From an optimization exercise on the open Yosys and OpenROAD flow, aimed at small area; shortcuts taken in it are not production practice.
Only simulation tests tie the RTL to the original design; equivalence was not proved.
No driver is modelled on the clock port, so clock power and skew are understated where the tree is cut down; a real chip needs a root buffer or a tree.
No activity file was given, so power comes from the tool's default toggle rates.

## the baseline
Design parking_meter, start of the top module:
module parking_meter(clk, rst, buttonU, buttonR, buttonL, buttonD, switch0, switch1, s_clk, seg_anode, seg_cathodes);
Settings: LEC_CHECK=0, CAP_MARGIN=20, CORE_MARGIN=2, CORE_UTILIZATION=50, SLEW_MARGIN=20; clock period 20.0 ns.
standard.sh (not shown) runs the stock make flow with config.mk's settings and CLKGATE_MAP_FILE= SYNTH_SCRIPT=/design/flow/synth_recipe.tcl, a recipe that flattens the netlist after the stock synthesis.
==> flow/flow/run.sh <==
#!/bin/bash
# Own layout flow: the standard synthesis, then the combinational logic
# re-mapped for area with ABC (registers untouched; several random seeds,
# smallest kept), then the standard ORFS steps with 1x port buffers, a
# small clock distribution of its own and area (power) recovery after
# global routing.
set -euo pipefail
here=$(pwd)
res=$here/orfs/results/$FLOW_PLATFORM/parking_meter/base
lib=$FLOW_HOME/platforms/$FLOW_PLATFORM/lib/sky130_fd_sc_hd__tt_025C_1v80.lib

bash standard.sh synth > synth.log 2>&1

cp $res/1_2_yosys.v $here/standard_1_2_yosys.v
du=$(grep -o -- '-dont_use [a-z0-9_]*' orfs/logs/$FLOW_PLATFORM/parking_meter/base/1_2_yosys.log | sort -u | tr '\n' ' ')
mkdir -p remap
runs=""
for s in 1 2 3 4; do
  printf 'strash\n&get -n\n&deepsyn -T 60 -S %s\n&put\ndch -f\namap\n' $s > remap/a$s.abc
  printf 'strash\n&get -n\n&deepsyn -T 60 -S %s\n&put\n&get -n\n&dch -f\n&nf -R 1000\n&put\n' $s > remap/n$s.abc
  runs="$runs a$s n$s"
done
for r in $runs; do
  sed -e "s#{LIB}#$lib#g" -e "s#{NETLIST_IN}#$here/standard_1_2_yosys.v#" \
      -e "s#{NETLIST_OUT}#$here/remap/$r.v#" -e "s#{TOP}#$FLOW_TOP#" \
      -e "s#{ABC_SCRIPT}#$here/remap/$r.abc#" -e "s#{DONT_USE}#$du#" \
      -e "s#{STAT}#$here/remap/$r.stat#" flow/remap.ys > remap/$r.ys
done
for s in 1 2 3 4; do
  ( (yosys -s remap/a$s.ys > remap_a$s.log 2>&1 || true); (yosys -s remap/n$s.ys > remap_n$s.log 2>&1 || true) ) &
done
wait
best=""; barea=""
for r in $runs; do
  a=$(grep -s 'Chip area' remap/$r.stat | awk '{print $NF}') || true
  [[ -n "$a" && -s remap/$r.v ]] || continue
  if [[ -z "$barea" ]] || awk "BEGIN{exit !($a < $barea)}"; then best=$r; barea=$a; fi
done
echo "remap: best run $best area $barea" | tee remap.log
if [[ -n "$best" ]]; then
  cp remap/$best.v $res/1_2_yosys.v
  rm -f $res/1_synth.odb $res/1_synth.sdc
fi

export BUFFER_PORTS_ARGS="-buffer_cell sky130_fd_sc_hd__buf_1"
export RECOVER_POWER=100
bash standard.sh place > place.log 2>&1

export OWN_CTS_TCL=$here/flow/owncts.tcl
export FLOW_CLK=$(grep -o 'create_clock.*get_ports {*[A-Za-z0-9_]*' constraint.sdc | sed 's/.*get_ports {*//')
export PROBE_ODB=$res/3_place.odb PROBE_SDC=$res/3_place.sdc
chosen=""
for cand in "sky130_fd_sc_hd__clkbuf_4 3" "sky130_fd_sc_hd__clkbuf_16 1" "sky130_fd_sc_hd__clkbuf_8 2" \
            "sky130_fd_sc_hd__clkbuf_4 4" "sky130_fd_sc_hd__clkbuf_8 3" "sky130_fd_sc_hd__clkbuf_8 4"; do
  set -- $cand
  log=cts_probe_${1##*__}_$2.log
  OWN_CTS_CELL=$1 OWN_CTS_K=$2 openroad -no_init -exit flow/cts_probe.tcl > $log 2>&1 || true
  w=$(grep -o 'PROBE_WORST_SLEW [0-9.e-]*' $log | awk '{print $2}') || true
  echo "cts probe $cand: worst slew $w" >> cts_choice.log
  if [[ -n "$w" ]] && awk "BEGIN{exit !($w <= 0.100)}"; then chosen="$cand"; break; fi
done
echo "chosen: $chosen" >> cts_choice.log
if [[ -n "$chosen" ]]; then
  set -- $chosen
  export OWN_CTS_CELL=$1 OWN_CTS_K=$2
  rm -rf $here/scripts_own
  cp -r $FLOW_HOME/scripts $here/scripts_own
  python3 - $here/scripts_own/cts.tcl <<'PY'
import sys
p = sys.argv[1]
s = open(p).read()
old = "log_cmd clock_tree_synthesis {*}$cts_args"
assert old in s
s = s.replace(old, "source $::env(OWN_CTS_TCL)\nown_clock_tree $::env(OWN_CTS_CELL) $::env(OWN_CTS_K)\nset_propagated_clock [all_clocks]")
open(p, "w").write(s)
PY
  bash standard.sh SCRIPTS_DIR=$here/scripts_own cts > cts.log 2>&1
else
  export CTS_ARGS="-sink_clustering_enable -repair_clock_nets -dont_use_dummy_load"
fi
bash standard.sh > standard.log 2>&1
Other scripts of this flow, unchanged in this note and not shown: flow/flow/cts_probe.tcl, flow/flow/owncts.tcl, flow/flow/remap.ys
diff inputs: the baseline => the candidate
Settings: a change of CORE_UTILIZATION from 50 to 40.
==> results.txt <==
The candidate does worse than the baseline on worst hold-check slack. On post-route total power, the candidate does better than the baseline. Relative to the baseline, the global-route wire length before repair measured on the candidate has decreased by a few percent. Comparing the candidate with the baseline, the insertion delay of the later-clocked pin in the worst-skew pair came out essentially unchanged. [diff] final instance area, the candidate relative to the baseline: regression. Higher core box area goes to the candidate over the baseline. Compared with the baseline, the candidate shows a data arrival time of the worst path that is 260 ps lower. Post-layout minimum cycle time: the candidate < the baseline. Between the candidate and the baseline, it is the candidate whose setup slack after placement is higher, by 220 ps. Comparing the baseline and the candidate, the lower combinational-cell power consumption is on the candidate.
In every run of this note, the design's own scripts or RTL, not TritonCTS, make the clock network.

==> what the ideal ports hide <==
The flow's constraints put no driver on any port. The routed layouts listed below were extracted and timed again, unchanged, in two steps.
Step 1 (the two cells are an assumption about what drives the block):
set clk [get_ports {clk}]
set_driving_cell -lib_cell sky130_fd_sc_hd__clkbuf_16 $clk
set_driving_cell -lib_cell sky130_fd_sc_hd__buf_2 [delete_from_list [all_inputs] $clk]
Step 2 times the ports against the registers' clock, not the clock port: input delays grow and output delays shrink by t, the midpoint of the rising clock arrivals with the driver on.
Slacks: ideal ports / drivers / drivers and shift; pairs: ideal ports / drivers.
run	t (ns)	setup slack, ns	pins driven straight from the clock port
the baseline	0.179	13.974 / 13.933 / 14.112	3
the candidate	0.182	14.228 / 14.182 / 14.270	3
After both steps setup and hold are still met in every run listed.
